Background: an optimization exercise with open tools, aiming at small area and a short achievable clock period. Do not read the settings as production practice. Where RTL was checked, it was by simulation tests only, not by an equivalence proof against the original. Function not checked in runs 1, 2, 5 and 6: the RTL went through the layout flow alone.

--- flow/run.sh ---
#!/bin/bash
# synth_recipe.tcl (not shown) runs the flow's synth.tcl, then flattens the netlist and writes it again
# the make line also repeats each setting of config.mk as NAME=value (left out here)
make -C /OpenROAD-flow-scripts/flow DESIGN_CONFIG=/design/flow/config.mk WORK_HOME=/design/flow/orfs CLKGATE_MAP_FILE= SYNTH_SCRIPT=/design/flow/synth_recipe.tcl finish
--- flow/config.mk ---
export PLATFORM = sky130hd
export DESIGN_NAME = I_PD
export DESIGN_NICKNAME = I_PD
export VERILOG_FILES = /design/flow/design.v
export SDC_FILE = /design/flow/constraint.sdc
export NUM_CORES = 4
export LEC_CHECK = 0
export CAP_MARGIN = 20
export CORE_MARGIN = 2
export CORE_UTILIZATION = 40
export PLACE_DENSITY = 0.6
export SLEW_MARGIN = 20
--- flow/design.v ---
`timescale 1ns / 1ps
module IPD_core
	(
		input wire [18:0] yk, rk,
		input wire [18:0] yp,       
		input wire [18:0] ik1,
		output wire [18:0] n_ik1, n_a
    );
localparam [18:0] MAX = 19'h3FFFF;
localparam [18:0] MIN = 19'h40000;
function [18:0] clamp20(input [19:0] s);
	clamp20 = (s[19] != s[18]) ? (s[19] ? MIN : MAX) : s[18:0];
endfunction
function [39:0] csa(input [19:0] a, input [19:0] b, input [19:0] c);
	csa = {((a & b) | (a & c) | (b & c)) << 1, a ^ b ^ c};
endfunction
wire ypmin = (yp == MIN);
wire ymin = (yk == MIN);
wire [19:0] t0 = {yk[18], yk} - {yp[18], yp};
wire [19:0] t = {t0[19] ^ ypmin, t0[18:0]};
wire signed [19:0] ts = t;
wire d_min = ts >= 20'sd3496;       
wire d_max = ts <= -20'sd3496;      
wire dsat = d_min | d_max;
wire d_wrap = (ts >= 20'sd1748) | (ts <= -20'sd1748);
wire [39:0] l1 = csa(~(t << 7), ~(t << 4), ~(t << 3));
wire [39:0] l2 = csa(l1[19:0], l1[39:20], t << 1);
wire [19:0] ds = dsat ? 20'd0 : l2[19:0];
wire [19:0] dc = dsat ? 20'd0 : l2[39:20];
wire signed [18:0] ys = yk;
wire p_min = ys >= 19'sd29128;      
wire p_max = ys <= -19'sd29128;     
wire psat = p_min | p_max;
wire p_wrap = (ys >= 19'sd14564) | (ys <= -19'sd14564);
wire [19:0] yc = psat ? 20'h20000 : {yk[18], yk};
wire [19:0] kd = d_min ? 20'hC0000 : d_max ? 20'h3FFFF : 20'd3;
wire [19:0] pr = kd - (yc << 4) - (yc << 1) - {19'd0, p_max};
wire [39:0] l3 = csa(ds, dc, pr);
wire [19:0] v = l3[19:0] + l3[39:20];
wire par_a = (dsat ? 1'b0 : d_wrap) ^ (psat ? p_max : p_wrap);
wire [18:0] a = clamp20({v[19] ^ par_a, v[18:0]});
wire [19:0] e0 = {rk[18], rk} - {yk[18], yk};
wire [19:0] e = {e0[19] ^ ymin, e0[18:0]};
wire signed [19:0] es = e;
wire m_max = es >= 20'sd74899;
wire m_min = es <= -20'sd74899;
wire msat = m_max | m_min;
wire m_wrap = (es >= 20'sd37450) | (es <= -20'sd37450);
wire [19:0] ec = msat ? 20'h40000 : e;
wire [19:0] q = (ec << 3) - ec + {ik1[18], ik1} - {19'd0, m_max};
wire par_q = msat ? m_max : m_wrap;
wire [18:0] ik = clamp20({q[19] ^ par_q, q[18:0]});
assign n_ik1 = ik;
assign n_a = a;
endmodule
module I_PD #(parameter size=19)
	(
		input wire clk, rst, EN,
		input wire signed [size-1:0] yk, rk,
		output wire signed [size-1:0] pidk
    );
reg [18:0] yp, ik1, a1;
wire [18:0] n_ik1, n_a;
wire [19:0] sum = {a1[18], a1} + {ik1[18], ik1};
IPD_core core (.yk(yk), .rk(rk), .yp(yp), .ik1(ik1),
	.n_ik1(n_ik1), .n_a(n_a));
assign pidk = (sum[19] != sum[18]) ? {sum[19], {18{~sum[19]}}} : sum[18:0];
always @(posedge clk or posedge rst)
begin
	if (rst) begin
		yp <= 19'd0;
		ik1 <= 19'd0;
		a1 <= 19'd0;
	end
	else if (EN) begin
		yp <= yk;
		ik1 <= n_ik1;
		a1 <= n_a;
	end
end
endmodule
--- flow/constraint.sdc ---
create_clock -name core_clock -period 20.0 [get_ports {clk}]
set_input_delay 4.0000 -clock core_clock [delete_from_list [all_inputs] [get_ports {clk}]]
set_output_delay 4.0000 -clock core_clock [all_outputs]
set_load 0.01 [all_outputs]
==> reports/summary.txt, run 1 <==
Status - finished clean
Via count - 10.6k
Root buffer cell - clkbuf_16
Fmax - 73.5 MHz
Register-to-register setup slack - 10.30 ns
Met3 usage - 2.30%
Synth Area in Adders - 31.1%
Placed cell areas - 12900 um^2
Synth cell types - 82
Endpoints failing hold - 0
Grt met1 use - 29.0%
Slew at the pin with the worst max-slew slack - 0.962 ns
Cells after Synth - 1485
R2R depth - 42
Post-DR vias/cell - 5.51
Buffers on Ports - 59
Register area - 1430 um^2
Most common cell after layout, fill and taps aside - inv_1
Share of cells above drive strength 1 - 4.71%
Core footprint - 29500 um^2
Post-CTS Resized - 0
Max FO, Critical Path - 28
Crit-path slowest cell - clkdlybuf4s50_1
DRC viols - 0
Diode count - 0
Vias in the first global route - 10.2k
Buf/Inv on CP - 7
Worst hold stages - 2
Final Wtd Congestion - 0.917
Layout fillers - 3045
R2r endpoint - a1[16]$_DFFE_PP0P_
Critical Path Start Type - primary input
Largest family of logic cells by synthesized area - adder cells
Most Crowded Layer GR - met2
CTS HTree Levels - 3
Crit Reg-Reg Startpoint - yp[0]$_DFFE_PP0P_
Antenna Violating Nets Remaining - 0
HP Start - a1[18]$_DFFE_PP0P_
#FFs+latches synth - 57
Simple-gate share of the synthesized area - 16.4%
Multiplexer share of the synthesized area - 2.06%
Antenna violations before repair - 0
Critical Path RT - 20.18 ns
Gr ovfl total - 0
Router iterations before antenna repair - 5
Commonest non-fill, non-tap cells in the layout - inv_1 (242), ha_1 (155), a21oi_1 (96)
Largest net degree at the start of global routing - 90
Rows - 63
Crit path kind - in2reg
Clk Latency, worst-skew pair - 0.34 ns
Total die area - 31200 um^2
Setup violations, final - 0
Period utilization - 68.0%
Max-cap viol count - 0
Hold path endpoint - a1[18]$_DFFE_PP0P_
Min cycle time layout - 13.61 ns
Initial DRC Count - 705
Num Clock Sinks - 57
Final nets - 1800
Delay-heaviest family, CP - compound AO/OA/AOI/OAI gates
Area of the multi-input gates - 9430 um^2
Synth Area in Compound Gates - 22.2%
Final HPWL DP - 27.1 mm
CTS buffer count - 9
Crit end category - flop
Post-CTS Setup Inserts - 0
Syn_area_per_cell - 8.04 um^2
Xor/xnor cell area share of the yosys netlist - 7.25%
Die X - 177 um
Synthesis Warnings - 2
GR Util met2 - 34.3%
CTS tree - built
RSZ-0062 raised after global routing - no
First-pass GRT wire length - 52.1 mm
Max-slew violations - 0
Syn Std Cell Area - 11900 um^2
Leading register cell type out of synthesis - dfrtp_1
Setup TNS Final - 0 ns
Rel. slew slack - 35.9%
Worst-path clk slew - 0.06 ns
Worst endpoint data arrival time - 13.79 ns
Initial core utilization - 40.5%
CP max stage delay - 0.54 ns
CP most frequent cell - inv_1
# hold bufs at CTS - 0
Layout area overhead - 10.4%
Post-synthesis sequential area ratio - 12.0%
Fin area - 13200 um^2
Die Y - 177 um
Hold Crit Class - reg2reg
Routed WL per cell - 16.7 um
CTS Buffer Depth - 2
Async SR Flop Fraction - 100%
Synth Net Count - 1760
EDFF count, synth - 0
Total Routing Usage GR - 20.8%
Ports - 60
Clock skew - 0.00901 ns
Total Wirelength - 32.1 mm
[stage by stage]
step	utilization (%)	setup WS [ns]	hold WS [ns]	std cells
2_1_floorplan	-	7.52	0.499	1485
3_3_place_gp	43.7	6.36	0.516	1904
3_5_place_dp	43.7	6.12	0.527	1904
4_1_cts	44.7	6.44	0.538	1920
5_1_grt	44.7	5.60	0.563	1920
6_report	44.7	6.39	0.534	1920
[registers in the layout, summed over array words and instances (netlist names)]
signal and cells:
yp 19, a1 19, ik1 19
[per-layer routing]
metal / vias to the layer above / part of all wire, %
li1: 5258 / -
met2: 283 / 46
met5: - / 0
met1: 5003 / 47
met4: 0 / 1.9
met3: 34 / 4.8
[synth_stat cells (20+ instances only)]
library cell / instances / area, um^2
xnor2_1: 61 / 534
nor3_1: 51 / 255
nor2_1: 71 / 267
mux2i_1: 20 / 200
o22ai_1: 21 / 131
nand2_1: 81 / 304
a21o_1: 44 / 330
ha_1: 155 / 1940
clkbuf_1: 29 / 109
fa_1: 79 / 1580
nand2b_1: 38 / 238
dfrtp_1: 57 / 1430
o21ai_0: 83 / 415
inv_1: 243 / 912
xor2_1: 35 / 307
nand3_1: 23 / 115
a21oi_1: 96 / 480
[worst max-delay path by stage]
| stage | startpoint | end | slack, ns | cells after the start |
|---|---|---|---|---|
| finish | yk[0] | a1[16]$_DFFE_PP0P_ | 6.39 | 44 |
| global route | yk[0] | a1[16]$_DFFE_PP0P_ | 5.60 | 44 |
| detailed placement | yk[0] | a1[14]$_DFFE_PP0P_ | 6.12 | 44 |
| floorplan | yk[0] | a1[0]$_DFFE_PP0P_ | 7.52 | 43 |
| CTS | yk[0] | a1[14]$_DFFE_PP0P_ | 6.44 | 44 |
| global placement | yk[0] | a1[15]$_DFFE_PP0P_ | 6.36 | 44 |
[logic make-up after synthesis]
kind of cell | count (synthesis)
fa+ha+maj | 253
compound gates | 397
simple gates | 378
mux | 23
buf+inv | 280
xor+xnor | 97
flops | 57
[tightest hold or removal path: stages (launching register included)]
cell	delay, ns
dfrtp_1	0.38
inv_1	0.06
mux2i_1	0.06
[cell type report]
cell class / count / area share, %
clock buffer: 10 / 1.81
clock inverter: 6 / 0.323
inverter: 244 / 6.95
multi-input combinational: 1148 / 71.6
sequential: 57 / 10.8
tap: 390 / 3.71
timing repair buffer: 65 / 4.79
==> inputs of run 2 (changes only) <==
--- a/flow/design.v
+++ b/flow/design.v
@@ -25,7 +25,7 @@
 wire d_wrap = (ts >= 20'sd1748) | (ts <= -20'sd1748);
 wire [39:0] l1 = csa(~(t << 7), ~(t << 4), ~(t << 3));
-wire [39:0] l2 = csa(l1[19:0], l1[39:20], t << 1);
-wire [19:0] ds = dsat ? 20'd0 : l2[19:0];
-wire [19:0] dc = dsat ? 20'd0 : l2[39:20];
+wire [39:0] l2 = csa(l1[19:0], {l1[39:21], 1'b1}, {t[18:0], 1'b1});
+wire [19:0] ds = d_min ? 20'hC0000 : d_max ? 20'h3FFFF : l2[19:0];
+wire [19:0] dc = dsat ? 20'd0 : {l2[39:21], 1'b1};
 wire signed [18:0] ys = yk;
 wire p_min = ys >= 19'sd29128;      
@@ -34,8 +34,7 @@
 wire p_wrap = (ys >= 19'sd14564) | (ys <= -19'sd14564);
 wire [19:0] yc = psat ? 20'h20000 : {yk[18], yk};
-wire [19:0] kd = d_min ? 20'hC0000 : d_max ? 20'h3FFFF : 20'd3;
-wire [19:0] pr = kd - (yc << 4) - (yc << 1) - {19'd0, p_max};
-wire [39:0] l3 = csa(ds, dc, pr);
-wire [19:0] v = l3[19:0] + l3[39:20];
+wire [19:0] m18 = (yc << 4) + (yc << 1);
+wire [39:0] l3 = csa(ds, dc, ~m18);
+wire [19:0] v = l3[19:0] + {l3[39:21], ~p_max};
 wire par_a = (dsat ? 1'b0 : d_wrap) ^ (psat ? p_max : p_wrap);
 wire [18:0] a = clamp20({v[19] ^ par_a, v[18:0]});
@@ -48,9 +47,18 @@
 wire m_wrap = (es >= 20'sd37450) | (es <= -20'sd37450);
 wire [19:0] ec = msat ? 20'h40000 : e;
-wire [19:0] q = (ec << 3) - ec + {ik1[18], ik1} - {19'd0, m_max};
+wire [39:0] lq = csa(ec << 3, ~ec, {ik1[18], ik1});
+wire [19:0] q = lq[19:0] + {lq[39:21], ~m_max};
 wire par_q = msat ? m_max : m_wrap;
 wire [18:0] ik = clamp20({q[19] ^ par_q, q[18:0]});
 assign n_ik1 = ik;
 assign n_a = a;
+endmodule
+module IPD_out
+	(
+		input wire [18:0] a1, ik1,
+		output wire [18:0] pidk
+    );
+wire [19:0] sum = {a1[18], a1} + {ik1[18], ik1};
+assign pidk = (sum[19] != sum[18]) ? {sum[19], {18{~sum[19]}}} : sum[18:0];
 endmodule
 module I_PD #(parameter size=19)
@@ -62,8 +70,7 @@
 reg [18:0] yp, ik1, a1;
 wire [18:0] n_ik1, n_a;
-wire [19:0] sum = {a1[18], a1} + {ik1[18], ik1};
 IPD_core core (.yk(yk), .rk(rk), .yp(yp), .ik1(ik1),
 	.n_ik1(n_ik1), .n_a(n_a));
-assign pidk = (sum[19] != sum[18]) ? {sum[19], {18{~sum[19]}}} : sum[18:0];
+IPD_out out (.a1(a1), .ik1(ik1), .pidk(pidk));
 always @(posedge clk or posedge rst)
 begin
==> reports/summary.txt, run 2 <==
Final Wtd Congestion - 0.930 (+1.4%)
Post-synthesis sequential area ratio - 13.3% (+1.3 points)
Total die area - 28200 um^2 (-9.6%)
#FFs+latches synth - 57 (unchanged)
Xor/xnor cell area share of the yosys netlist - 7.06% (-0.18 points)
Async SR Flop Fraction - 100% (unchanged)
Setup violations, final - 0 (unchanged)
CTS HTree Levels - 3 (unchanged)
Cell with the most instances after synthesis - inv_1
Hold Crit Class - reg2reg
Slew at the pin with the worst max-slew slack - 0.960 ns (-0.00175 ns)
Register area - 1430 um^2 (unchanged)
Max-slew violations - 0 (unchanged)
Period utilization - 62.6% (-5.5 points)
Routed WL per cell - 17.6 um (+5.2%)
Router iterations before antenna repair - 5 (unchanged)
Endpoints failing hold - 0 (unchanged)
Syn Std Cell Area - 10800 um^2 (-9.9%)
Top-area cell type share of the netlist area - 14.1% (-2.2 points)
Multiplexer share of the synthesized area - 0.593% (-1.5 points)
Syn_area_per_cell - 7.86 um^2 (-2.1%)
Synthesis Warnings - 2 (unchanged)
Layout fillers - 2627 (-14%)
CP most frequent cell - o21ai_0
Ports - 60 (unchanged)
Commonest non-fill, non-tap cells in the layout - inv_1 (194), ha_1 (121), a21oi_1 (112)
Crit path kind - in2reg
Final Util - 45.0% (+0.32 points)
Largest net degree at the start of global routing - 72 (-20%)
CP max stage delay - 0.80 ns (+0.26 ns)
Synth Area in Compound Gates - 27.0% (+4.8 points)
Critical Path Start Type - primary input
Min cycle time layout - 12.52 ns (-1.09 ns)
Placed cell areas - 11700 um^2 (-9.4%)
RSZ-0062 raised after global routing - no
CTS buffer count - 9 (unchanged)
Largest family of logic cells by synthesized area - compound AO/OA/AOI/OAI gates
Via count - 9929 (-6.1%)
Fmax - 79.9 MHz (+8.7%)
EDFF count, synth - 0 (unchanged)
Crit-path slowest cell - a211oi_4
Vias in the first global route - 9668 (-4.8%)
Top post-synthesis cells by area - ha_1 (14%), dfrtp_1 (13%), fa_1 (12%)
Synth Net Count - 1595 (-9.4%)
Die X - 168 um (-4.9%)
Rows - 60 (-4.8%)
Antenna violations before repair - 1 (+1)
Share of cells above drive strength 1 - 4.23% (-0.47 points)
Simple-gate share of the synthesized area - 17.6% (+1.2 points)
Synth cell types - 90 (+9.8%)
Cells after Synth - 1368 (-7.9%)
CTS Buffer Depth - 2 (unchanged)
Initial DRC Count - 755 (+7.1%)
Core footprint - 26700 um^2 (-9.6%)
Critical Path RT - 20.26 ns (+0.08 ns)
Final HPWL DP - 25.5 mm (-6.2%)
Clock skew - 0.0112 ns (+0.00215 ns)
Most frequent cells after synthesis - inv_1 (195), ha_1 (121), a21oi_1 (112)
Synth Area in Adders - 26.3% (-4.8 points)
Worst-path clk slew - 0.06 ns (about the same)
Most common cell after layout, fill and taps aside - inv_1
Max-cap viol count - 0 (unchanged)
CTS tree - built
Post-CTS Setup Inserts - 0 (unchanged)
Antenna Violating Nets Remaining - 0 (unchanged)
Num Clock Sinks - 57 (unchanged)
Buffers on Ports - 59 (unchanged)
Clk Latency, worst-skew pair - 0.35 ns (about the same)
DRC viols - 0 (unchanged)
Area of the multi-input gates - 8450 um^2 (-10%)
Crit end category - flop
Max FO, Critical Path - 24 (-14%)
Status - finished clean
Total Wirelength - 31.0 mm (-3.6%)
Fin area - 12000 um^2 (-9.0%)
Leading register cell type out of synthesis - dfrtp_1
First-pass GRT wire length - 51.1 mm (-1.9%)
Post-CTS Resized - 0 (unchanged)
Rel. slew slack - 35.8% (-0.089 points)
Top Registers - a1 (19), ik1 (19), yp (19)
Synth area leader - ha_1
Die Y - 168 um (-4.9%)
Initial core utilization - 40.4% (-0.11 points)
Root buffer cell - clkbuf_16
# hold bufs at CTS - 0 (unchanged)
Gr ovfl total - 0 (unchanged)
Worst endpoint data arrival time - 12.78 ns (-1.01 ns)
Layout area overhead - 11.5%
Setup TNS Final - 0 ns (unchanged)
Post-DR vias/cell - 5.64 (+2.4%)
Total Routing Usage GR - 22.4% (+1.6 points)
Final nets - 1640 (-8.9%)
[run 2: per-stage QoR]
| stage | instances | hold slack [ns] | setup slack, ns |
|---|---|---|---|
| floorplan | 1368 | 0.461 | 9.36 |
| global placement | 1743 | 0.493 | 7.17 |
| detailed placement | 1743 | 0.494 | 7.14 |
| CTS | 1759 | 0.511 | 7.47 |
| global route | 1759 | 0.533 | 6.69 |
| finish | 1760 | 0.506 | 7.48 |
[run 2: cells by family (layout without fill, tap and decap cells)]
kind of cell / Yosys count / count (layout)
flip-flops: 57 / 57
multiplexers: 6 / 6
AO/OA/AOI/OAI: 430 / 430
adder cells (fa/ha/maj): 187 / 187
XOR/XNOR: 85 / 85
other: 0 / 1
buffers and inverters: 228 / 278
AND/OR/NAND/NOR: 375 / 375
[run 2: routing by layer]
layer	wire length (um)	GRT usage (%)	vias up
li1	-	-	4948
met1	14500	30.3	4725
met2	14600	37.9	222
met3	1220	2.84	34
met4	587	5.48	0
met5	0	0	-
[run 2: cell type report]
cell class              instances  share of cell area [%]
clock inverters                 4                   0.428
repair buffers                 66                    5.32
inverters                     196                    6.14
well taps                     341                    3.56
flip-flops and latches         57                    11.9
diodes                          1                  0.0209
clock buffers                  12                    2.14
multi-input cells            1083                    70.5
[run 2: critical path, delay by kind of cell]
family	cells	cell delay, ns
adder cells (fa/ha/maj)	4	1.34
AND/OR/NAND/NOR	8	1.20
XOR/XNOR	2	0.28
buffers and inverters	4	0.87
AO/OA/AOI/OAI	19	5.05
[run 2: path summary, 6_finish.rpt]
check,start,endpoint,slack [ns],depth (start not counted)
hold / removal,a1[14]$_DFFE_PP0P_,a1[14]$_DFFE_PP0P_,0.51,1
setup reg to reg,yp[1]$_DFFE_PP0P_,a1[16]$_DFFE_PP0P_,11.55,32
hold reg to reg,a1[14]$_DFFE_PP0P_,a1[14]$_DFFE_PP0P_,0.51,1
max in group asynchronous,rst,a1[2]$_DFFE_PP0P_,15.27,3
setup / recovery,yk[1],a1[16]$_DFFE_PP0P_,7.48,37
min in group asynchronous,rst,yp[16]$_DFFE_PP0P_,4.21,3
==> inputs of run 3 (changes only) <==
--- a/flow/design.v
+++ b/flow/design.v
@@ -5,5 +5,6 @@
 		input wire [18:0] yp,       
 		input wire [18:0] ik1,
-		output wire [18:0] n_ik1, n_a
+		output wire [18:0] n_ik1,
+		output wire [19:0] n_a
     );
 localparam [18:0] MAX = 19'h3FFFF;
@@ -34,9 +35,9 @@
 wire p_wrap = (ys >= 19'sd14564) | (ys <= -19'sd14564);
 wire [19:0] yc = psat ? 20'h20000 : {yk[18], yk};
-wire [19:0] m18 = (yc << 4) + (yc << 1);
-wire [39:0] l3 = csa(ds, dc, ~m18);
-wire [19:0] v = l3[19:0] + {l3[39:21], ~p_max};
+wire [39:0] l3 = csa(ds, dc, ~(yc << 4));
+wire [39:0] l4 = csa(l3[19:0], {l3[39:21], 1'b1}, ~(yc << 1));
+wire [19:0] v = l4[19:0] + {l4[39:21], ~p_max};
 wire par_a = (dsat ? 1'b0 : d_wrap) ^ (psat ? p_max : p_wrap);
-wire [18:0] a = clamp20({v[19] ^ par_a, v[18:0]});
+wire [19:0] a = {v[19] ^ par_a, v[18:0]};    
 wire [19:0] e0 = {rk[18], rk} - {yk[18], yk};
 wire [19:0] e = {e0[19] ^ ymin, e0[18:0]};
@@ -56,8 +57,12 @@
 module IPD_out
 	(
-		input wire [18:0] a1, ik1,
+		input wire [19:0] a1,      
+		input wire [18:0] ik1,
 		output wire [18:0] pidk
     );
-wire [19:0] sum = {a1[18], a1} + {ik1[18], ik1};
+localparam [18:0] MAX = 19'h3FFFF;
+localparam [18:0] MIN = 19'h40000;
+wire [18:0] a = (a1[19] != a1[18]) ? (a1[19] ? MIN : MAX) : a1[18:0];
+wire [19:0] sum = {a[18], a} + {ik1[18], ik1};
 assign pidk = (sum[19] != sum[18]) ? {sum[19], {18{~sum[19]}}} : sum[18:0];
 endmodule
@@ -68,6 +73,8 @@
 		output wire signed [size-1:0] pidk
     );
-reg [18:0] yp, ik1, a1;
-wire [18:0] n_ik1, n_a;
+reg [18:0] yp, ik1;
+reg [19:0] a1;
+wire [18:0] n_ik1;
+wire [19:0] n_a;
 IPD_core core (.yk(yk), .rk(rk), .yp(yp), .ik1(ik1),
 	.n_ik1(n_ik1), .n_a(n_a));
@@ -78,5 +85,5 @@
 		yp <= 19'd0;
 		ik1 <= 19'd0;
-		a1 <= 19'd0;
+		a1 <= 20'd0;
 	end
 	else if (EN) begin
==> reports/summary.txt, run 3 <==
Endpoints failing hold - 0 (unchanged)
Routed WL per cell - 16.8 um (-4.3%)
Total Wirelength - 30.0 mm (-3.2%)
Share of cells above drive strength 1 - 6.40% (+2.2 points)
Max FO, Critical Path - 22 (-8.3%)
Router iterations before antenna repair - 5 (unchanged)
Layout fillers - 2737 (+4.2%)
Crit end category - flop
First-pass GRT wire length - 49.3 mm (-3.5%)
Top Registers - a1 (20), ik1 (19), yp (19)
Cells after Synth - 1398 (+2.2%)
Most common cell after layout, fill and taps aside - inv_1
Critical Path Start Type - primary input
CTS buffer count - 9 (unchanged)
DRC viols - 0 (unchanged)
Slew at the pin with the worst max-slew slack - 0.930 ns (-0.0298 ns)
Syn Std Cell Area - 11000 um^2 (+2.6%)
Max reg flops - 20
EDFF count, synth - 0 (unchanged)
Via count - 9759 (-1.7%)
Post-DR vias/cell - 5.48 (-2.8%)
Fmax - 83.7 MHz (+4.8%)
Setup TNS Final - 0 ns (unchanged)
Crit-path slowest cell - nor2b_1
Clock skew - 0.00780 ns (-0.00336 ns)
Initial DRC Count - 614 (-19%)
Post-CTS Setup Inserts - 0 (unchanged)
Core footprint - 27000 um^2 (+1.4%)
CTS tree - built
Worst-path clk slew - 0.06 ns (about the same)
Status - finished clean
Synthesis Warnings - 2 (unchanged)
Synth area leader - fa_1
CTS Buffer Depth - 2 (unchanged)
Post-synthesis sequential area ratio - 13.1% (-0.11 points)
Routed wl met2 - 14.1 mm (-3.9%)
Layout area overhead - 10.8%
#FFs+latches synth - 58 (+1.8%)
Placed cell areas - 11900 um^2 (+2.2%)
Post-CTS Resized - 0 (unchanged)
Total Routing Usage GR - 21.4% (-0.98 points)
Syn_area_per_cell - 7.90 um^2 (+0.44%)
Rel. slew slack - 37.4% (+1.6 points)
Routed met1 length - 14.0 mm (-3.6%)
RSZ-0062 raised after global routing - no
Commonest non-fill, non-tap cells in the layout - inv_1 (211), nor2_1 (121), ha_1 (110)
Num Clock Sinks - 58 (+1.8%)
Synth cell types - 87 (-3.3%)
Cell with the most instances after synthesis - inv_1
CTS HTree Levels - 3 (unchanged)
Rows - 60 (unchanged)
Die X - 170 um (+1.3%)
Synth Net Count - 1628 (+2.1%)
# hold bufs at CTS - 0 (unchanged)
Final Wtd Congestion - 0.906 (-2.5%)
Critical Path RT - 20.21 ns (-0.05 ns)
Final nets - 1663 (+1.4%)
Period utilization - 59.7% (-2.8 points)
Root buffer cell - clkbuf_16
Die Y - 170 um (+1.3%)
Hold Crit Class - reg2reg
Clk Latency, worst-skew pair - 0.35 ns (about the same)
Initial core utilization - 40.9% (+0.49 points)
Async SR Flop Fraction - 100% (unchanged)
R2R depth - 29 (-9.4%)
Max-slew violations - 0 (unchanged)
Total die area - 28900 um^2 (+2.6%)
Setup violations, final - 0 (unchanged)
Top-area cell type share of the netlist area - 14.3% (+0.25 points)
Ports - 60 (unchanged)
Worst endpoint data arrival time - 12.16 ns (-0.62 ns)
Min cycle time layout - 11.95 ns (-0.569 ns)
Max-cap viol count - 0 (unchanged)
Largest net degree at the start of global routing - 81 (+13%)
Leading register cell type out of synthesis - dfrtp_1
Fin area - 12200 um^2 (+2.0%)
Final HPWL DP - 25.1 mm (-1.5%)
Metal3 WL - 1.08 mm (-11%)
Antenna violations before repair - 2 (+1)
CP max stage delay - 0.67 ns (-0.13 ns)
Most frequent cells after synthesis - inv_1 (212), nor2_1 (121), ha_1 (110)
Vias in the first global route - 9583 (-0.88%)
Gr ovfl total - 0 (unchanged)
Crit path kind - in2reg
Antenna Violating Nets Remaining - 0 (unchanged)
Buffers on Ports - 59 (unchanged)
Most flop-heavy register - a1
Worst hold stages - 2 (+1)
Top post-synthesis cells by area - fa_1 (14%), dfrtp_1 (13%), ha_1 (12%)
DR top layer - met5
[run 3: cell types whose count changed after synthesis, moves of 14 or more]
cell / change
a21oi_1: -25
fa_1: +14
inv_1: +17
mux2_2: +21
nor2_1: +39
xor2_1: -14
[run 3: final timing paths]
path / start / endpoint / slack [ns]
setup / recovery: yk[0] / a1[19]$_DFFE_PP0P_ / 8.05
hold / removal: a1[6]$_DFFE_PP0P_ / a1[6]$_DFFE_PP0P_ / 0.51
setup reg to reg: yp[0]$_DFFE_PP0P_ / a1[19]$_DFFE_PP0P_ / 11.98
hold reg to reg: a1[6]$_DFFE_PP0P_ / a1[6]$_DFFE_PP0P_ / 0.51
max in group asynchronous: rst / yp[16]$_DFFE_PP0P_ / 15.28
min in group asynchronous: rst / ik1[7]$_DFFE_PP0P_ / 4.19
[run 3: critical path, delay by kind of cell]
| family | cells | cell delay [ns] |
|---|---|---|
| compound gates | 11 | 2.06 |
| xor+xnor | 1 | 0.19 |
| fa+ha+maj | 5 | 1.84 |
| buf+inv | 5 | 1.27 |
| simple gates | 9 | 2.79 |
[run 3: per-stage QoR]
step	hold slack (ns)	instances	utilization, %	setup WS [ns]
2_1_floorplan	0.447	1398	-	9.25
3_3_place_gp	0.476	1763	44.1	7.82
3_5_place_dp	0.481	1763	44.1	7.75
4_1_cts	0.503	1779	45.2	8.07
5_1_grt	0.520	1779	45.2	7.35
6_report	0.507	1780	45.3	8.05
[run 3: layer usage]
| layer | up-vias | global-route usage, % |
|---|---|---|
| li1 | 4911 | - |
| met1 | 4581 | 28.4 |
| met2 | 217 | 35.9 |
| met3 | 48 | 2.84 |
| met4 | 2 | 7.17 |
| met5 | - | 0 |
[run 3: cell families (layout without fill, tap and decap cells)]
logic type / after synthesis / after routing / share of synthesized area, %
compound gates: 345 / 345 / 21.0
xor+xnor: 80 / 80 / 6.61
fa+ha+maj: 205 / 205 / 28.3
buf+inv: 254 / 294 / 8.86
flops: 58 / 58 / 13.1
mux: 31 / 31 / 3.31
other cells: 0 / 1 / 0
simple gates: 425 / 425 / 18.8
[run 3: area by class of cell]
type | instances | area, um^2 | area share, %
well taps | 341 | 427 | 3.49
multi-input cells | 1086 | 8640 | 70.6
repair buffers | 65 | 631 | 5.16
clock buffers | 10 | 239 | 1.95
inverters | 213 | 800 | 6.54
flip-flops and latches | 58 | 1450 | 11.9
diodes | 1 | 2.50 | 0.0205
clock inverters | 6 | 41.3 | 0.338
==> inputs of run 4 (changes only) <==
==> flow/flow/run.sh (new file) <==
#!/bin/bash
# Standard ORFS layout, except that the port buffers are buf_2 cells
# instead of the delay cells buffer_ports picks by default.
set -euo pipefail
export BUFFER_PORTS_ARGS="-buffer_cell sky130_fd_sc_hd__buf_2"
bash standard.sh finish > standard_flow.log 2>&1
==> flow/standard.sh (new file) <==
#!/bin/bash
# synth_recipe.tcl (not shown) runs the flow's synth.tcl, then flattens the netlist and writes it again
# the make line also repeats each setting of config.mk as NAME=value (left out here)
make -C /OpenROAD-flow-scripts/flow DESIGN_CONFIG=/design/flow/config.mk WORK_HOME=/design/flow/orfs CLKGATE_MAP_FILE= SYNTH_SCRIPT=/design/flow/synth_recipe.tcl "${@:-finish}"
removed: flow/run.sh
==> reports/summary.txt, run 4 <==
Period utilization - 58.0% (-1.7 points)
CP max stage delay - 0.66 ns (about the same)
Final Wtd Congestion - 0.946 (+4.4%)
Async SR Flop Fraction - 100% (unchanged)
Crit-path slowest cell - nor2b_1
Post-CTS Setup Inserts - 0 (unchanged)
Most frequent cells after synthesis - inv_1 (212), nor2_1 (121), ha_1 (110)
Synthesis Warnings - 2 (unchanged)
Post-DR vias/cell - 5.52 (+0.76%)
R2R depth - 29 (unchanged)
Final nets - 1664 (+0.060%)
Max reg flops - 20 (unchanged)
Critical Path Start Type - primary input
Worst-path clk slew - 0.06 ns (about the same)
Endpoints failing hold - 0 (unchanged)
Status - finished clean
Vias in the first global route - 9420 (-1.7%)
Initial core utilization - 40.9% (unchanged)
HP Start - a1[4]$_DFFE_PP0P_
#FFs+latches synth - 58 (unchanged)
Root buffer cell - clkbuf_16
Crit path kind - in2reg
Max-cap viol count - 0 (unchanged)
CTS tree - built
Die X - 170 um (unchanged)
Total Wirelength - 29.9 mm (-0.20%)
Syn Std Cell Area - 11000 um^2 (unchanged)
Critical Path RT - 20.21 ns (about the same)
Routed WL per cell - 16.8 um (-0.20%)
Max FO, Critical Path - 22 (unchanged)
Fmax - 86.2 MHz (+3.0%)
Most flop-heavy register - a1
Final HPWL DP - 24.9 mm (-0.54%)
Total die area - 28900 um^2 (unchanged)
Cell with the most instances after synthesis - inv_1
DRC viols - 0 (unchanged)
Crit path from - yk[0]
# hold bufs at CTS - 0 (unchanged)
Rel. slew slack - 28.4% (-9.0 points)
RSZ-0062 raised after global routing - no
Setup violations, final - 0 (unchanged)
Worst hold stages - 2 (unchanged)
Initial DRC Count - 633 (+3.1%)
Layout area overhead - 8.53%
Top-area cell type share of the netlist area - 14.3% (unchanged)
Setup TNS Final - 0 ns (unchanged)
CTS HTree Levels - 3 (unchanged)
Share of cells above drive strength 1 - 10.4% (+4.0 points)
Top post-synthesis cells by area - fa_1 (14%), dfrtp_1 (13%), ha_1 (12%)
Post-synthesis sequential area ratio - 13.1% (unchanged)
First-pass GRT wire length - 48.6 mm (-1.3%)
EDFF count, synth - 0 (unchanged)
Syn_area_per_cell - 7.90 um^2 (unchanged)
Synth cell types - 87 (unchanged)
Cells after Synth - 1398 (unchanged)
Crit end category - flop
Num Clock Sinks - 58 (unchanged)
Rows - 60 (unchanged)
Commonest non-fill, non-tap cells in the layout - inv_1 (211), nor2_1 (121), ha_1 (110)
Router iterations before antenna repair - 5 (unchanged)
Post-CTS Resized - 0 (unchanged)
Buffers on Ports - 59 (unchanged)
Max-slew violations - 0 (unchanged)
Antenna violations before repair - 4 (+2)
Core footprint - 27000 um^2 (unchanged)
Diode count - 0 (-1)
Crit Reg-Reg Startpoint - yp[1]$_DFFE_PP0P_
Antenna Violating Nets Remaining - 0 (unchanged)
Min cycle time layout - 11.60 ns (-0.345 ns)
CTS Buffer Depth - 2 (unchanged)
Worst endpoint data arrival time - 11.81 ns (-0.35 ns)
Gr ovfl total - 0 (unchanged)
Via count - 9833 (+0.76%)
Total Routing Usage GR - 21.0% (-0.42 points)
Setup ws final - 8.40 ns (+0.345 ns)
Ports - 60 (unchanged)
CTS buffer count - 9 (unchanged)
Clock skew - 0.0142 ns (+0.00641 ns)
Setup WS pre-CTS - 8.07 ns (+0.326 ns)
Clk Latency, worst-skew pair - 0.34 ns (about the same)
Slew at the pin with the worst max-slew slack - 1.07 ns (+0.144 ns)
Leading register cell type out of synthesis - dfrtp_1
Most common cell after layout, fill and taps aside - inv_1
Final Util - 44.3% (-0.91 points)
Die Y - 170 um (unchanged)
Top Registers - a1 (20), ik1 (19), yp (19)
Synth Net Count - 1628 (unchanged)
Register-to-register setup slack - 11.81 ns (-0.17 ns)
Synth area leader - fa_1
Largest net degree at the start of global routing - 81 (unchanged)
Hold Crit Class - reg2reg
-- run 4: cell count changes in the layout (fill, tap and decap cells not counted), moves of 2 or more --
cell and delta:
bufinv_16 +2, clkdlybuf4s50_1 -58, clkinvlp_4 -3, buf_2 +58
-- run 4: worst max-delay path, delay by kind of cell --
family,cells,cell delay (ns)
and+or+nand+nor,9,2.80
adders and majority gates,5,1.83
buffers and inverters,5,0.82
AOI/OAI and AO/OA,11,2.12
xor gates and xnor gates,1,0.20
-- run 4: kinds of logic (layout without fill, tap and decap cells) --
kind of cell / count (synthesis) / count (layout) / share of synthesized area, %
flops: 58 / 58 / 13.1
buf+inv: 254 / 295 / 8.86
fa+ha+maj: 205 / 205 / 28.3
compound gates: 345 / 345 / 21.0
xor+xnor: 80 / 80 / 6.61
mux: 31 / 31 / 3.31
simple gates: 425 / 425 / 18.8
-- run 4: metrics by stage --
stage / cells / hold slack (ns) / cell area (um^2)
global placement: 1763 / 0.475 / 11600
CTS: 1779 / 0.503 / 12000
floorplan: 1398 / 0.447 / 11000
detailed placement: 1763 / 0.489 / 11600
global route: 1780 / 0.519 / 12000
finish: 1780 / 0.497 / 12000
-- run 4: path summary, 6_finish.rpt --
check | to
max | a1[19]$_DFFE_PP0P_
min | a1[4]$_DFFE_PP0P_
max reg2reg | a1[19]$_DFFE_PP0P_
min reg2reg | a1[4]$_DFFE_PP0P_
max in group asynchronous | yp[13]$_DFFE_PP0P_
min in group asynchronous | ik1[10]$_DFFE_PP0P_
-- run 4: layout make-up --
type                    instances  area (um^2)
fillers                      2780        15000
multi-input cells            1086         8620
flip-flops and latches         58         1450
inverters                     213          800
well taps                     341          427
repair buffers                 66          352
clock buffers                  12          256
clock inverters                 4         73.8
-- run 4: metal layers --
metal  GRT usage (%)  routed length (um)
met1            28.2               14000
met5               0                  52
met4            6.13                 669
met3            2.51                1160
met2            35.3               14000
==> inputs of run 5 (changes only) <==
--- a/flow/design.v
+++ b/flow/design.v
@@ -1,2 +1,30 @@
+`timescale 1ns / 1ps
+module addbk #(parameter W = 20)
+	(
+		input wire [W-1:0] a, b,
+		input wire cin,
+		output wire [W-1:0] s
+    );
+localparam L = $clog2(W);
+reg [W-1:0] g, p;
+integer k, i;
+always @* begin
+	p = a ^ b;
+	g = (a & b) | {{(W-1){1'b0}}, p[0] & cin};
+	for (k = 0; k < L; k = k + 1) begin
+		for (i = (2 << k) - 1; i < W; i = i + (2 << k)) begin
+			g[i] = g[i] | (p[i] & g[i - (1 << k)]);
+			p[i] = p[i] & p[i - (1 << k)];
+		end
+	end
+	for (k = L - 2; k >= 0; k = k - 1) begin
+		for (i = 3 * (1 << k) - 1; i < W; i = i + (2 << k)) begin
+			g[i] = g[i] | (p[i] & g[i - (1 << k)]);
+			p[i] = p[i] & p[i - (1 << k)];
+		end
+	end
+end
+assign s = a ^ b ^ {g[W-2:0], cin};
+endmodule
 `timescale 1ns / 1ps
 module IPD_core
@@ -18,5 +46,6 @@
 wire ypmin = (yp == MIN);
 wire ymin = (yk == MIN);
-wire [19:0] t0 = {yk[18], yk} - {yp[18], yp};
+wire [19:0] t0;
+addbk #(20) add_t (.a({yk[18], yk}), .b(~{yp[18], yp}), .cin(1'b1), .s(t0));
 wire [19:0] t = {t0[19] ^ ypmin, t0[18:0]};
 wire signed [19:0] ts = t;
@@ -37,8 +66,10 @@
 wire [39:0] l3 = csa(ds, dc, ~(yc << 4));
 wire [39:0] l4 = csa(l3[19:0], {l3[39:21], 1'b1}, ~(yc << 1));
-wire [19:0] v = l4[19:0] + {l4[39:21], ~p_max};
+wire [19:0] v;
+addbk #(20) add_v (.a(l4[19:0]), .b({l4[39:21], 1'b0}), .cin(~p_max), .s(v));
 wire par_a = (dsat ? 1'b0 : d_wrap) ^ (psat ? p_max : p_wrap);
 wire [19:0] a = {v[19] ^ par_a, v[18:0]};    
-wire [19:0] e0 = {rk[18], rk} - {yk[18], yk};
+wire [19:0] e0;
+addbk #(20) add_e (.a({rk[18], rk}), .b(~{yk[18], yk}), .cin(1'b1), .s(e0));
 wire [19:0] e = {e0[19] ^ ymin, e0[18:0]};
 wire signed [19:0] es = e;
@@ -49,5 +80,6 @@
 wire [19:0] ec = msat ? 20'h40000 : e;
 wire [39:0] lq = csa(ec << 3, ~ec, {ik1[18], ik1});
-wire [19:0] q = lq[19:0] + {lq[39:21], ~m_max};
+wire [19:0] q;
+addbk #(20) add_q (.a(lq[19:0]), .b({lq[39:21], 1'b0}), .cin(~m_max), .s(q));
 wire par_q = msat ? m_max : m_wrap;
 wire [18:0] ik = clamp20({q[19] ^ par_q, q[18:0]});
@@ -64,5 +96,6 @@
 localparam [18:0] MIN = 19'h40000;
 wire [18:0] a = (a1[19] != a1[18]) ? (a1[19] ? MIN : MAX) : a1[18:0];
-wire [19:0] sum = {a[18], a} + {ik1[18], ik1};
+wire [19:0] sum;
+addbk #(20) add_o (.a({a[18], a}), .b({ik1[18], ik1}), .cin(1'b0), .s(sum));
 assign pidk = (sum[19] != sum[18]) ? {sum[19], {18{~sum[19]}}} : sum[18:0];
 endmodule
==> flow/run.sh (new file) <==
#!/bin/bash
# synth_recipe.tcl (not shown) runs the flow's synth.tcl, then flattens the netlist and writes it again
# the make line also repeats each setting of config.mk as NAME=value (left out here)
make -C /OpenROAD-flow-scripts/flow DESIGN_CONFIG=/design/flow/config.mk WORK_HOME=/design/flow/orfs CLKGATE_MAP_FILE= SYNTH_SCRIPT=/design/flow/synth_recipe.tcl finish
removed: flow/flow/run.sh
removed: flow/standard.sh
==> reports/summary.txt, run 5 <==
Setup TNS Final - 0 ns (unchanged)
Die X - 164 um (-3.5%)
Hold_ws - 0.515 ns (+0.0187 ns)
Buf/Inv on CP - 7 (+2)
Rel. slew slack - 38.0% (+9.7 points)
Most flop-heavy register - a1
Synth Net Count - 1445 (-11%)
Syn_area_per_cell - 8.71 um^2 (+10%)
Vias in the first global route - 8311 (-12%)
Share of cells above drive strength 1 - 5.26% (-5.1 points)
Setup violations, final - 0 (unchanged)
Total die area - 27000 um^2 (-6.9%)
Worst-path clk slew - 0.05 ns (about the same)
Status - finished clean
Initial core utilization - 40.7% (-0.10 points)
Syn Std Cell Area - 10300 um^2 (-7.1%)
Post-DR vias/cell - 5.38 (-2.7%)
Final HPWL DP - 22.4 mm (-10%)
Grt met1 use - 28.9% (+0.61 points)
Via count - 8311 (-15%)
Diode count - 0 (unchanged)
Delay-heaviest family, CP - compound AO/OA/AOI/OAI gates
Post-CTS Resized - 0 (unchanged)
Endpoints failing hold - 0 (unchanged)
CTS HTree Levels - 3 (unchanged)
Antenna violations before repair - 0 (-4)
Final Wtd Congestion - 0.868 (-8.3%)
Router iterations before antenna repair - 5 (unchanged)
Leading register cell type out of synthesis - dfrtp_1
Top-area cell type share of the netlist area - 23.8% (+9.5 points)
Crit end category - flop
Cells after Synth - 1178 (-16%)
Period utilization - 67.2% (+9.2 points)
Total Wirelength - 27.2 mm (-9.1%)
Synth cell types - 65 (-25%)
Async SR Flop Fraction - 100% (unchanged)
Routed WL per cell - 17.6 um (+4.7%)
Num Clock Sinks - 58 (unchanged)
Slew at the pin with the worst max-slew slack - 0.930 ns (-0.145 ns)
Root buffer cell - clkbuf_16
Largest net degree at the start of global routing - 123 (+52%)
CTS Buffer Depth - 2 (unchanged)
Antenna Violating Nets Remaining - 0 (unchanged)
Critical Path Start Type - primary input
Post-CTS Setup Inserts - 0 (unchanged)
Cell with the most instances after synthesis - inv_1
CTS tree - built
Gr ovfl total - 0 (unchanged)
Max reg flops - 20 (unchanged)
CTS buffer count - 9 (unchanged)
Rows - 58 (-3.3%)
CP max stage delay - 0.79 ns (+0.13 ns)
DRC viols - 0 (unchanged)
Min cycle time layout - 13.45 ns (+1.84 ns)
Die Y - 164 um (-3.5%)
Core footprint - 25200 um^2 (-6.8%)
Layout area overhead - 11.6%
Synthesis Warnings - 3 (+1)
Commonest non-fill, non-tap cells in the layout - inv_1 (180), fa_1 (122), ha_1 (104)
Most common cell after layout, fill and taps aside - inv_1
Final Util - 45.5% (+1.1 points)
Top Registers - a1 (20), ik1 (19), yp (19)
Buffers on Ports - 59 (unchanged)
Synth area leader - fa_1
Clock skew - 0.0132 ns (-0.00105 ns)
Setup ws final - 6.55 ns (-1.84 ns)
Hold Crit Class - reg2reg
CP most frequent cell - inv_1
Fmax - 74.4 MHz (-14%)
Ports - 60 (unchanged)
EDFF count, synth - 0 (unchanged)
Post-synthesis sequential area ratio - 14.1% (+1.0 points)
# hold bufs at CTS - 0 (unchanged)
Max-slew violations - 0 (unchanged)
Crit path kind - in2reg
Most Crowded Layer GR - met2
Initial DRC Count - 597 (-5.7%)
GR Util met2 - 35.3% (-0.050 points)
Total Routing Usage GR - 21.0% (about the same)
Final nets - 1478 (-11%)
Setup WS pre-CTS - 6.26 ns (-1.82 ns)
Critical Path RT - 20.20 ns (about the same)
Met3 usage - 2.78% (+0.27 points)
RSZ-0062 raised after global routing - no
Top post-synthesis cells by area - fa_1 (24%), dfrtp_1 (14%), ha_1 (13%)
Max FO, Critical Path - 23 (+4.5%)
Max-cap viol count - 0 (unchanged)
Worst endpoint data arrival time - 13.65 ns (+1.84 ns)
#FFs+latches synth - 58 (unchanged)
Most frequent cells after synthesis - inv_1 (181), fa_1 (122), ha_1 (104)
First-pass GRT wire length - 44.2 mm (-9.1%)
Crit-path slowest cell - a311oi_1
Clk Latency, worst-skew pair - 0.34 ns (about the same)
run 5: worst reg2reg max path: cells and delay by family, from the launching register on:
family	cells	cell delay, ns
compound gates	16	3.77
fa+ha+maj	7	2.34
buf+inv	5	1.16
simple gates	6	1.07
xor+xnor	2	0.62
flops	1	0.37
run 5: logic make-up after synthesis:
group / synth area share [%]
AO/OA/AOI/OAI: 14.3
XOR/XNOR: 5.24
adder cells (fa/ha/maj): 38.4
buffers and inverters: 8.36
flip-flops: 14.1
multiplexers: 1.95
AND/OR/NAND/NOR: 17.6
run 5: final timing paths:
kind	to	slack, ns	cells past startpoint	from
hold / removal	a1[11]$_DFFE_PP0P_	0.52	1	a1[11]$_DFFE_PP0P_
min in group asynchronous	yp[14]$_DFFE_PP0P_	4.22	3	rst
setup / recovery	a1[19]$_DFFE_PP0P_	6.55	38	yk[0]
hold reg to reg	a1[11]$_DFFE_PP0P_	0.52	1	a1[11]$_DFFE_PP0P_
max in group asynchronous	a1[12]$_DFFE_PP0P_	15.20	3	rst
setup reg to reg	a1[19]$_DFFE_PP0P_	10.52	36	yp[0]$_DFFE_PP0P_
run 5: area by class of cell:
cell class / instances / area, um^2
Inverter: 181 / 679
Tap cell: 330 / 413
Timing Repair Buffer: 63 / 622
Sequential cell: 58 / 1450
Clock buffer: 12 / 256
Fill cell: 2445 / 13700
Multi-Input combinational cell: 898 / 7950
Clock inverter: 4 / 73.8
run 5: routing by layer:
layer	routed length [um]	part of all wire, %
met4	416	1.5
met5	0	0
met2	13200	49
met1	12400	46
met3	1150	4.2
run 5: metrics by stage:
stage,area [um^2],cells
5_1_grt,11400,1546
6_report,11400,1546
3_3_place_gp,11100,1530
4_1_cts,11400,1546
3_5_place_dp,11100,1530
2_1_floorplan,10300,1178
==> inputs of run 6 (changes only) <==
--- a/flow/design.v
+++ b/flow/design.v
@@ -46,6 +46,5 @@
 wire ypmin = (yp == MIN);
 wire ymin = (yk == MIN);
-wire [19:0] t0;
-addbk #(20) add_t (.a({yk[18], yk}), .b(~{yp[18], yp}), .cin(1'b1), .s(t0));
+wire [19:0] t0 = {yk[18], yk} - {yp[18], yp};
 wire [19:0] t = {t0[19] ^ ypmin, t0[18:0]};
 wire signed [19:0] ts = t;
@@ -63,13 +62,13 @@
 wire psat = p_min | p_max;
 wire p_wrap = (ys >= 19'sd14564) | (ys <= -19'sd14564);
-wire [19:0] yc = psat ? 20'h20000 : {yk[18], yk};
-wire [39:0] l3 = csa(ds, dc, ~(yc << 4));
-wire [39:0] l4 = csa(l3[19:0], {l3[39:21], 1'b1}, ~(yc << 1));
-wire [19:0] v;
-addbk #(20) add_v (.a(l4[19:0]), .b({l4[39:21], 1'b0}), .cin(~p_max), .s(v));
+wire [19:0] yw = {yk[18], yk};
+wire [19:0] p18;
+addbk #(20) add_p (.a(~(yw << 4)), .b(~(yw << 1)), .cin(1'b1), .s(p18));
+wire [19:0] pm1 = p_min ? 20'hBFFFF : p_max ? 20'hBFFFE : p18;
+wire [39:0] l3 = csa(ds, dc, pm1);
+wire [19:0] v = l3[19:0] + {l3[39:21], 1'b1};
 wire par_a = (dsat ? 1'b0 : d_wrap) ^ (psat ? p_max : p_wrap);
 wire [19:0] a = {v[19] ^ par_a, v[18:0]};    
-wire [19:0] e0;
-addbk #(20) add_e (.a({rk[18], rk}), .b(~{yk[18], yk}), .cin(1'b1), .s(e0));
+wire [19:0] e0 = {rk[18], rk} - {yk[18], yk};
 wire [19:0] e = {e0[19] ^ ymin, e0[18:0]};
 wire signed [19:0] es = e;
@@ -78,10 +77,11 @@
 wire msat = m_max | m_min;
 wire m_wrap = (es >= 20'sd37450) | (es <= -20'sd37450);
-wire [19:0] ec = msat ? 20'h40000 : e;
-wire [39:0] lq = csa(ec << 3, ~ec, {ik1[18], ik1});
-wire [19:0] q;
-addbk #(20) add_q (.a(lq[19:0]), .b({lq[39:21], 1'b0}), .cin(~m_max), .s(q));
-wire par_q = msat ? m_max : m_wrap;
-wire [18:0] ik = clamp20({q[19] ^ par_q, q[18:0]});
+wire [39:0] lq = csa(e << 3, ~e, {ik1[18], ik1});
+wire [19:0] q = lq[19:0] + {lq[39:21], 1'b1};
+wire [18:0] ik_w = clamp20({q[19] ^ m_wrap, q[18:0]});
+wire [18:0] ik1_dec = {1'b0, ik1[17:0]} + 19'h7FFFF;
+wire [18:0] ik_max = ik1[18] ? ik1_dec : MAX;
+wire [18:0] ik_min = ik1[18] ? MIN : {1'b1, ik1[17:0]};
+wire [18:0] ik = m_max ? ik_max : m_min ? ik_min : ik_w;
 assign n_ik1 = ik;
 assign n_a = a;
==> flow/flow/run.sh (new file) <==
#!/bin/bash
# Standard ORFS layout, except that the port buffers are buf_2 cells
# instead of the delay cells buffer_ports picks by default.
set -euo pipefail
export BUFFER_PORTS_ARGS="-buffer_cell sky130_fd_sc_hd__buf_2"
bash standard.sh finish > standard_flow.log 2>&1
==> flow/standard.sh (new file) <==
#!/bin/bash
# synth_recipe.tcl (not shown) runs the flow's synth.tcl, then flattens the netlist and writes it again
# the make line also repeats each setting of config.mk as NAME=value (left out here)
make -C /OpenROAD-flow-scripts/flow DESIGN_CONFIG=/design/flow/config.mk WORK_HOME=/design/flow/orfs CLKGATE_MAP_FILE= SYNTH_SCRIPT=/design/flow/synth_recipe.tcl "${@:-finish}"
removed: flow/run.sh
==> reports/summary.txt, run 6 <==
Final nets - 1661 (+12%)
Initial core utilization - 40.7% (-0.084 points)
Buf/Inv on CP - 3 (-4)
Clock skew - 0.00906 ns (-0.00410 ns)
Die X - 172 um (+4.8%)
Crit end category - flop
Final Wtd Congestion - 0.933 (+7.5%)
Hold Crit Class - reg2reg
Slew at the pin with the worst max-slew slack - 1.06 ns (+0.131 ns)
Total die area - 29600 um^2 (+9.8%)
Syn Std Cell Area - 11300 um^2 (+10%)
Top-area cell type share of the netlist area - 14.5% (-9.3 points)
Synth Net Count - 1629 (+13%)
Most flop-heavy register - a1
Max FO, Critical Path - 23 (unchanged)
Min cycle time layout - 11.33 ns (-2.11 ns)
Router iterations before antenna repair - 5 (unchanged)
Crit path kind - in2reg
Cells after Synth - 1387 (+18%)
EDFF count, synth - 0 (unchanged)
Synth cell types - 95 (+46%)
#FFs+latches synth - 58 (unchanged)
Most common cell after layout, fill and taps aside - inv_1
Cell with the most instances after synthesis - inv_1
Gr ovfl total - 0 (unchanged)
Final HPWL DP - 26.1 mm (+17%)
Final Util - 44.0% (-1.4 points)
Root buffer cell - clkbuf_16
Core footprint - 27800 um^2 (+10%)
Vias in the first global route - 9552 (+15%)
Syn_area_per_cell - 8.14 um^2 (-6.5%)
Worst endpoint data arrival time - 11.55 ns (-2.10 ns)
CTS HTree Levels - 3 (unchanged)
Crit-path slowest cell - and2b_1
Via count - 10.0k (+20%)
Initial DRC Count - 668 (+12%)
Placed cell areas - 11900 um^2 (+7.3%)
Num Clock Sinks - 58 (unchanged)
Share of cells above drive strength 1 - 9.84% (+4.6 points)
Post-CTS Setup Inserts - 0 (unchanged)
CP most frequent cell - a21oi_1
Critical Path RT - 20.22 ns (+0.02 ns)
Commonest non-fill, non-tap cells in the layout - inv_1 (185), ha_1 (119), nand2_1 (104)
Critical Path Start Type - primary input
Ports - 60 (unchanged)
CTS tree - built
Largest net degree at the start of global routing - 67 (-46%)
Post-synthesis sequential area ratio - 12.8% (-1.3 points)
CTS buffer count - 9 (unchanged)
Buffers on Ports - 59 (unchanged)
Period utilization - 56.7% (-11 points)
Setup TNS Final - 0 ns (unchanged)
Async SR Flop Fraction - 100% (unchanged)
Fin area - 12200 um^2 (+6.8%)
Layout fillers - 2836 (+16%)
DRC viols - 0 (unchanged)
Rows - 61 (+5.2%)
Leading register cell type out of synthesis - dfrtp_1
Worst-path clk slew - 0.06 ns (about the same)
Top post-synthesis cells by area - fa_1 (15%), ha_1 (13%), dfrtp_1 (13%)
Max-cap viol count - 0 (unchanged)
Endpoints failing hold - 0 (unchanged)
Antenna violations before repair - 0 (unchanged)
Max-slew violations - 0 (unchanged)
CTS Buffer Depth - 2 (unchanged)
# hold bufs at CTS - 0 (unchanged)
RSZ-0062 raised after global routing - no
Top Registers - a1 (20), ik1 (19), yp (19)
Delay-heaviest family, CP - compound AO/OA/AOI/OAI gates
Register area - 1450 um^2 (unchanged)
First-pass GRT wire length - 51.5 mm (+16%)
Area of the multi-input gates - 8970 um^2 (+13%)
Total Routing Usage GR - 22.2% (+1.2 points)
Antenna Violating Nets Remaining - 0 (unchanged)
Synthesis Warnings - 3 (unchanged)
Most frequent cells after synthesis - inv_1 (186), ha_1 (119), nand2_1 (104)
Status - finished clean
Diode count - 0 (unchanged)
Routed WL per cell - 17.6 um (-0.25%)
Rel. slew slack - 29.3% (-8.7 points)
Layout area overhead - 8.25%
Die Y - 172 um (+4.8%)
CP max stage delay - 0.68 ns (-0.11 ns)
Total Wirelength - 31.6 mm (+16%)
Fmax - 88.2 MHz (+19%)
Synth area leader - fa_1
Setup violations, final - 0 (unchanged)
Post-DR vias/cell - 5.56 (+3.4%)
Clk Latency, worst-skew pair - 0.34 ns (about the same)
Post-CTS Resized - 0 (unchanged)
Max reg flops - 20 (unchanged)
## run 6: stage by stage
| stage | hold slack (ns) | worst slack [ns] | std cells |
|---|---|---|---|
| 2_1_floorplan | 0.460 | 9.49 | 1387 |
| 3_3_place_gp | 0.499 | 8.57 | 1786 |
| 3_5_place_dp | 0.506 | 8.36 | 1786 |
| 4_1_cts | 0.519 | 8.67 | 1801 |
| 5_1_grt | 0.539 | 8.07 | 1801 |
| 6_report | 0.515 | 8.67 | 1801 |
## run 6: worst paths after layout
| check | start | end | slack (ns) | depth (start not counted) |
|---|---|---|---|---|
| max in group asynchronous | rst | yp[8]$_DFFE_PP0P_ | 15.56 | 3 |
| min reg2reg | a1[7]$_DFFE_PP0P_ | a1[7]$_DFFE_PP0P_ | 0.51 | 1 |
| max reg2reg | yp[1]$_DFFE_PP0P_ | a1[16]$_DFFE_PP0P_ | 12.08 | 28 |
| min in group asynchronous | rst | ik1[15]$_DFFE_PP0P_ | 3.89 | 3 |
| max | yk[0] | a1[16]$_DFFE_PP0P_ | 8.67 | 29 |
| min | a1[7]$_DFFE_PP0P_ | a1[7]$_DFFE_PP0P_ | 0.51 | 1 |
## run 6: per-layer routing
metal | vias to the layer above | GRT usage (%) | share of wire [%]
li1 | 4929 | - | -
met1 | 4761 | 32.8 | 49
met2 | 295 | 34.2 | 43
met3 | 29 | 3.43 | 5.9
met4 | 0 | 4.49 | 1.7
met5 | - | 0 | 0
## run 6: layout make-up
class                      instances  share of cell area (%)
clock buffer                      11                    2.07
clock inverter                     4                   0.419
inverter                         188                    5.77
multi-input combinational       1099                    73.3
sequential                        58                    11.9
tap                              378                    3.87
timing repair buffer              63                    2.66
## run 6: kinds of logic (layout without fill, tap and decap cells)
family	after synthesis	in the layout	share of synthesized area (%)
AOI/OAI and AO/OA	396	396	24.3
and+or+nand+nor	383	383	17.5
buffers and inverters	230	266	7.75
adders and majority gates	221	221	29.5
xor gates and xnor gates	78	78	6.18
DFF	58	58	12.8
muxes	20	20	1.95
other	1	1	0.0332
## run 6: worst register-to-register path: cells and delay by family (launching register included)
family	cells	cell delay [ns]
flops	1	0.44
mux	1	0.26
compound gates	14	3.09
xor+xnor	2	0.64
fa+ha+maj	4	1.47
buf+inv	2	0.30
simple gates	5	1.61

==> port drivers added, routing unchanged <==
How much do the figures lean on ideal ports? The routed layouts below were timed once more, with nothing changed but the port constraints.
Step 1 sets driving cells, clkbuf_16 on the clock port and buf_2 on the other inputs (assumed; they add their load-dependent delay and slew).
Step 2 adds t to the input delays and takes it off the output delays; t is the mean of the earliest and latest rising clock arrival at the registers after step 1. Input paths then give back, and output paths get back, about the clock's delay inside the block.
Slacks: no drivers / after step 1 / after step 2; pairs: no drivers / after step 1.
run | t (ns) | setup slack, ns | hold slack, ns | worst register clock-pin slew, ns | worst data-port slew with drivers (ns)
run 1 | 0.387 | 6.391 / 6.418 / 6.032 | 0.534 / 0.534 / 0.534 | 0.06 / 0.06 | 0.05
run 2 | 0.389 | 7.482 / 7.457 / 7.068 | 0.506 / 0.506 / 0.506 | 0.06 / 0.06 | 0.07
run 3 | 0.388 | 8.051 / 8.022 / 7.635 | 0.507 / 0.507 / 0.507 | 0.06 / 0.06 | 0.08
run 4 | 0.376 | 8.396 / 8.381 / 8.005 | 0.497 / 0.497 / 0.497 | 0.06 / 0.06 | 0.07
run 5 | 0.377 | 6.554 / 6.572 / 6.196 | 0.515 / 0.515 / 0.515 | 0.06 / 0.06 | 0.05
run 6 | 0.379 | 8.668 / 8.689 / 8.310 | 0.515 / 0.515 / 0.515 | 0.06 / 0.06 | 0.04
After both steps setup and hold are still met in every run listed. For run 3, which loses most, drivers alone change the setup slack by -0.029 ns; drivers and shift together by -0.416 ns.
